This is an optimization exercise on Yosys and OpenROAD, whose aim is small area, a short achievable clock period and few clock cycles, not a production implementation. The RTL was checked by simulation tests, not by an equivalence proof against the original design.

==> run Z <==
// mandel_engine
module mandel_engine (
    input  logic        clk,
    input  logic        reset,
    input  logic        start,
    input  logic [10:0] x,
    input  logic [10:0] y,
    input  logic [31:0] zoom,
    input  logic [31:0] real_center,
    input  logic [31:0] imag_center,
    input  logic [9:0]  max_iter,
    input  logic        stall,
    output logic        valid,
    output logic [9:0]  depth
);
    logic [31:0] op_re_a, op_re_b, add_re, op_im_a, op_im_b, add_im;
    logic        b_re, b_im;
    pixel_to_complex mapper (
        .zoom(zoom), .real_center(real_center), .imag_center(imag_center),
        .x(x), .y(y),
        .op_re_a(op_re_a), .op_re_b(op_re_b), .add_re(add_re),
        .op_im_a(op_im_a), .op_im_b(op_im_b), .add_im(add_im),
        .b_re(b_re), .b_im(b_im)
    );
    depth_engine engine (
        .clk(clk), .reset(reset), .start(start), .stall(stall),
        .max_iter(max_iter),
        .op_re_a(op_re_a), .op_re_b(op_re_b), .add_re(add_re),
        .op_im_a(op_im_a), .op_im_b(op_im_b), .add_im(add_im),
        .b_re(b_re), .b_im(b_im),
        .valid(valid), .depth(depth)
    );
endmodule
==> module depth_engine, before the edit <==
module depth_engine (
    input  logic        clk,
    input  logic        reset,
    input  logic        start,
    input  logic        stall,
    input  logic [9:0]  max_iter,
    input  logic [31:0] op_re_a,
    input  logic [31:0] op_re_b,
    input  logic [31:0] add_re,
    input  logic [31:0] op_im_a,
    input  logic [31:0] op_im_b,
    input  logic [31:0] add_im,
    input  logic        b_re,
    input  logic        b_im,
    output logic        valid,
    output logic [9:0]  depth
);
    logic [31:0] re_z, im_z, re_cr, im_cr;
    logic [9:0]  count;
    logic        running, map1, map2, hold;
    logic [31:0] re_next, im_next;
    logic        escaped;
    logic b_re_r, b_im_r;
    always_ff @(posedge clk) begin
        b_re_r <= b_re;
        b_im_r <= b_im;
    end
    mandel_step step (
        .re_z(re_z), .im_z(im_z), .re_c(re_cr), .im_c(im_cr),
        .corr1(~(map1 & b_re_r)), .corr2(map2 & b_im_r),
        .re_next(re_next), .im_next(im_next), .escaped(escaped)
    );
    logic escv;
    logic [31:0] re_s, im_s;
    wire periodic = running & (count != 10'd1) & (re_z == re_s) & (im_z == im_s);
    wire save     = running & ((count[2:0] == 3'd0) | (count == 10'd1));
    wire active = start | running;
    wire term   = escv | periodic | (count >= max_iter);
    always_ff @(posedge clk) begin
        if (save) begin
            re_s <= re_z;
            im_s <= im_z;
        end
    end
    always_ff @(posedge clk) begin
        if (running) begin
            re_z <= re_next;
            im_z <= im_next;
        end else if (map2) begin
            re_z <= re_cr;
            im_z <= im_next;
        end else if (map1) begin
            re_z <= op_im_a;
            im_z <= op_im_b;
        end else begin
            re_z <= op_re_a;
            im_z <= op_re_b;
        end
        if (map1) re_cr <= im_next;
        if (map2) im_cr <= im_next;
        else if (map1) im_cr <= add_im;
        else if (!running) im_cr <= add_re;
    end
    always_ff @(posedge clk) begin
        if (reset) begin
            count   <= '0;
            escv    <= 1'b0;
            running <= 1'b0;
            map1    <= 1'b0;
            map2    <= 1'b0;
            hold    <= 1'b0;
            valid   <= 1'b0;
        end else begin
            valid <= 1'b0;
            map1  <= 1'b0;
            map2  <= map1;
            if (map2) running <= 1'b1;
            escv  <= running & ~term & escaped;
            if (active) begin
                if (!escv) count <= periodic ? max_iter + 10'd1 : count + 10'd1;
                if (term) begin
                    running <= 1'b0;
                    hold    <= stall;
                    valid   <= ~stall;
                end else if (start) begin
                    map1 <= 1'b1;
                end
            end else begin
                if (hold) begin
                    hold  <= stall;
                    valid <= ~stall;
                end
                if (valid) count <= '0;
            end
        end
    end
    assign depth = count;
endmodule
clock: 15.0 ns
lec_check: 0
cap_margin: 20
core_margin: 2
core_utilization: 50
place_density: 0.65
setup_slack_margin: 5
slew_margin: 20
synth_hierarchical: 1
synth_minimum_keep_size: 0
run.sh (not shown) runs the stock make flow with config.mk's settings and CLKGATE_MAP_FILE= SYNTH_SCRIPT=/design/flow/synth_recipe.tcl, a recipe that flattens the netlist after the stock synthesis.
==> inputs of run B, as changes to run Z <==
--- a/flow/design.v
+++ b/flow/design.v
@@ -5407,4 +5407,5 @@
     wire active = start | running;
     wire term   = escv | periodic | (count >= max_iter);
+    wire fire   = active & term;        
     always_ff @(posedge clk) begin
         if (save) begin
@@ -5413,4 +5414,18 @@
         end
     end
+    logic       stall_r;
+    logic [9:0] limit1;                 
+    logic [9:0] result;
+    always_comb begin
+        if (hold || escv) result = count;
+        else if (periodic) result = limit1;
+        else result = count + 10'd1;
+    end
+    assign valid = ~reset & ~stall_r & ((running & term) | hold);
+    assign depth = result;
+    always_ff @(posedge clk) begin
+        stall_r <= stall;
+        limit1  <= max_iter + 10'd1;
+    end
     always_ff @(posedge clk) begin
         if (running) begin
@@ -5440,30 +5455,20 @@
             map2    <= 1'b0;
             hold    <= 1'b0;
-            valid   <= 1'b0;
         end else begin
-            valid <= 1'b0;
-            map1  <= 1'b0;
-            map2  <= map1;
-            if (map2) running <= 1'b1;
-            escv  <= running & ~term & escaped;
-            if (active) begin
-                if (!escv) count <= periodic ? max_iter + 10'd1 : count + 10'd1;
-                if (term) begin
-                    running <= 1'b0;
-                    hold    <= stall;
-                    valid   <= ~stall;
-                end else if (start) begin
-                    map1 <= 1'b1;
-                end
-            end else begin
-                if (hold) begin
-                    hold  <= stall;
-                    valid <= ~stall;
-                end
-                if (valid) count <= '0;
+            map1    <= start & ~term;
+            map2    <= map1;
+            running <= map2 | (running & ~term);
+            escv    <= running & ~term & escaped;
+            if (valid) begin
+                count <= '0;
+                hold  <= 1'b0;
+            end else if (fire) begin           
+                count <= result;
+                hold  <= 1'b1;
+            end else if (active) begin
+                count <= count + 10'd1;
             end
         end
     end
-    assign depth = count;
 endmodule
 module fa (input logic a, input logic b, input logic c, output logic s, output logic co);
==> flow/flow/run.sh (new file) <==
#!/bin/bash
set -euo pipefail
export SETUP_SLACK_MARGIN=7
bash standard.sh > standard.log 2>&1
==> flow/standard.sh (new file) <==
#!/bin/bash
# synth_recipe.tcl (not shown) runs the flow's synth.tcl, then flattens the netlist and writes it again
# the make line also repeats each setting of config.mk as NAME=value (left out here)
make -C /OpenROAD-flow-scripts/flow DESIGN_CONFIG=/design/flow/config.mk WORK_HOME=/design/flow/orfs CLKGATE_MAP_FILE= SYNTH_SCRIPT=/design/flow/synth_recipe.tcl "${@:-finish}"
--- a/flow/config.mk
+++ b/flow/config.mk
@@ -6,9 +6,9 @@
 export NUM_CORES = 4
 export LEC_CHECK = 0
+export ABC_AREA = 1
 export CAP_MARGIN = 20
 export CORE_MARGIN = 2
 export CORE_UTILIZATION = 50
 export PLACE_DENSITY = 0.65
-export SETUP_SLACK_MARGIN = 5
 export SLEW_MARGIN = 20
 export SYNTH_HIERARCHICAL = 1
removed: flow/run.sh
==> comparison table <==
| metric | run B | run Z |
|---|---|---|
| Result of the run | complete, no violations | complete, no violations |
| Number of distinct library cell variants in the gate-level netlist after synthesis | 57 | 103 |
| Transition time at the pin with the least slew margin | 1.197 ns | 1.262 ns |
| Overall track demand over capacity in global routing | 0.3974 | 0.3813 |
| Routing usage on met2 | 0.6041 | 0.5963 |
| Number of rows created at floorplan | 142 | 137 |
| Post-route worst setup slack | 7.200 ns | 5.237 ns |
| Core area | 0.1496 mm^2 | 0.1395 mm^2 |
| Filler-free cell count of the finished design | 11020 | 8849 |
| Synthesized area | 0.07527 mm^2 | 0.07029 mm^2 |
| Fraction of standard cell area that is sequential | 0.07278 | 0.07604 |
| Met3 Use GR | 0.1124 | 0.1086 |
| Termination of the worst setup path | engine.im_cr[20] | engine.escv |
| Final Skew | 0.05187 ns | 0.02994 ns |
| Chip width | 392.0 um | 378.9 um |
| Hold-critical path endpoint | engine.hold | engine.im_s[2] |
| Non-clock inverter count | 1058 | 398 |
| Multi-input gate share of the layout cell area | 0.7988 | 0.8260 |
| Required time at the worst-slack endpoint | 15.33 ns | 15.50 ns |
| Count of mapped cells out of synthesis | 9186 | 7244 |
| Slowest cell on the critical path | dfxtp_4 | a2111oi_0 |
Testbench counts of run Z, summed over its fixed seeds: cycles 49,389.
Testbench counts of run B, summed over its fixed seeds: cycles 48,109.

* * *

==> inputs of v8 <==
mandel_engine with an RTL version that a note above also has.
clock: 15.0 ns
lec_check: 0
abc_area: 1
cap_margin: 20
core_margin: 2
core_utilization: 50
place_density: 0.65
slew_margin: 20
synth_hierarchical: 1
synth_minimum_keep_size: 0
standard.sh (not shown) runs the stock make flow with config.mk's settings and CLKGATE_MAP_FILE= SYNTH_SCRIPT=/design/flow/synth_recipe.tcl, a recipe that flattens the netlist after the stock synthesis.
==> flow/flow/run.sh <==
#!/bin/bash
set -euo pipefail
export SETUP_SLACK_MARGIN=8
bash standard.sh > standard.log 2>&1
==> v27: changes against v8 <==
==> flow/flow/run.sh (replaced) <==
#!/bin/bash
set -euo pipefail
export SETUP_SLACK_MARGIN=7
bash standard.sh > standard.log 2>&1
==> flow/config.mk (replaced) <==
export PLATFORM = sky130hd
export DESIGN_NAME = mandel_engine
export DESIGN_NICKNAME = mandel_engine
export VERILOG_FILES = /design/flow/design.v
export SDC_FILE = /design/flow/constraint.sdc
export NUM_CORES = 4
export LEC_CHECK = 0
export CAP_MARGIN = 20
export CORE_MARGIN = 2
export CORE_UTILIZATION = 60
export PLACE_DENSITY = 0.72
export SLEW_MARGIN = 20
export SYNTH_HIERARCHICAL = 1
export SYNTH_MINIMUM_KEEP_SIZE = 0
==> impl_metrics.yaml <==
floorplanning:
  dieArea_mm2: 0.1537
critical_path:
  path_buf_inv: 4
  cp-endpoint: "valid"
yosys:
  synth_compound_area_share_pct: 9.986
drt:
  met2_wirelength_um: 133500
  met3_length_um: 44740
  via_per_inst: 6.278
  totalWireLength_um: 319800
  wl_per_cell_um: 28.78
status:
  status: "timing/DRC/antenna clean"
cells_and_area:
  postLayoutCellArea_mm2: 0.08241
  nets: 11170
sta:
  fmax_mhz: 133.7
global_routing:
  grt_use_met2_pct: 59.89
place:
  gp_congestion: 1.058
The numbers above come from v8.

==> impl_metrics.yaml <==
sta:
  fmax_mhz: 123.6
critical_path:
  path_buf_inv: 3
  cp-endpoint: "depth[2]"
yosys:
  synth_compound_area_share_pct: 12.46
drt:
  wl_per_cell_um: 32.85
  totalWireLength_um: 285100
cells_and_area:
  nets: 9226
  postLayoutCellArea_mm2: 0.07604
status:
  status: "timing/DRC/antenna clean"
The numbers above come from v27.

Testbench counts of v8, summed over its fixed seeds: cycles 48,109.
Testbench counts of v27, summed over its fixed seeds: cycles 48,109.

port drivers added, routing unchanged:
In the flow no input, the clock included, has a driving cell. The finished layouts below were timed again as built, in two steps. Step 1 (the two cells are an assumption about what drives the block):
set clk [get_ports {clk}]
set_driving_cell -lib_cell sky130_fd_sc_hd__clkbuf_16 $clk
set_driving_cell -lib_cell sky130_fd_sc_hd__buf_2 [delete_from_list [all_inputs] $clk]
Step 2, shift: input delay + t, output delay - t, t = (earliest + latest rising clock arrival at the registers) / 2. This alone moves slack from input paths to output paths. a / b / c = no drivers / after step 1 / after step 2; a / b = the first two.
| run | t, ns | setup slack, ns | hold slack, ns | worst setup path at the end | cell pins on the clock port's net |
|---|---|---|---|---|---|
| run Z | 0.653 | 5.237 / 5.237 / 5.237 | 0.438 / 0.438 / 0.438 | register to register | 1 |
| run B | 0.699 | 7.200 / 7.188 / 7.188 | 0.473 / 0.473 / 0.473 | input to output | 1 |
| v8 | 0.742 | 7.522 / 7.488 / 7.371 | 0.556 / 0.556 / 0.556 | input to register | 1 |
| v27 | 0.722 | 6.907 / 6.828 / 6.573 | 0.576 / 0.576 / 0.576 | input to register | 1 |
After both steps setup and hold are still met in every run listed. The setup slack of v27, which loses most, moves by -0.079 ns with the drivers and by -0.334 ns with both steps.
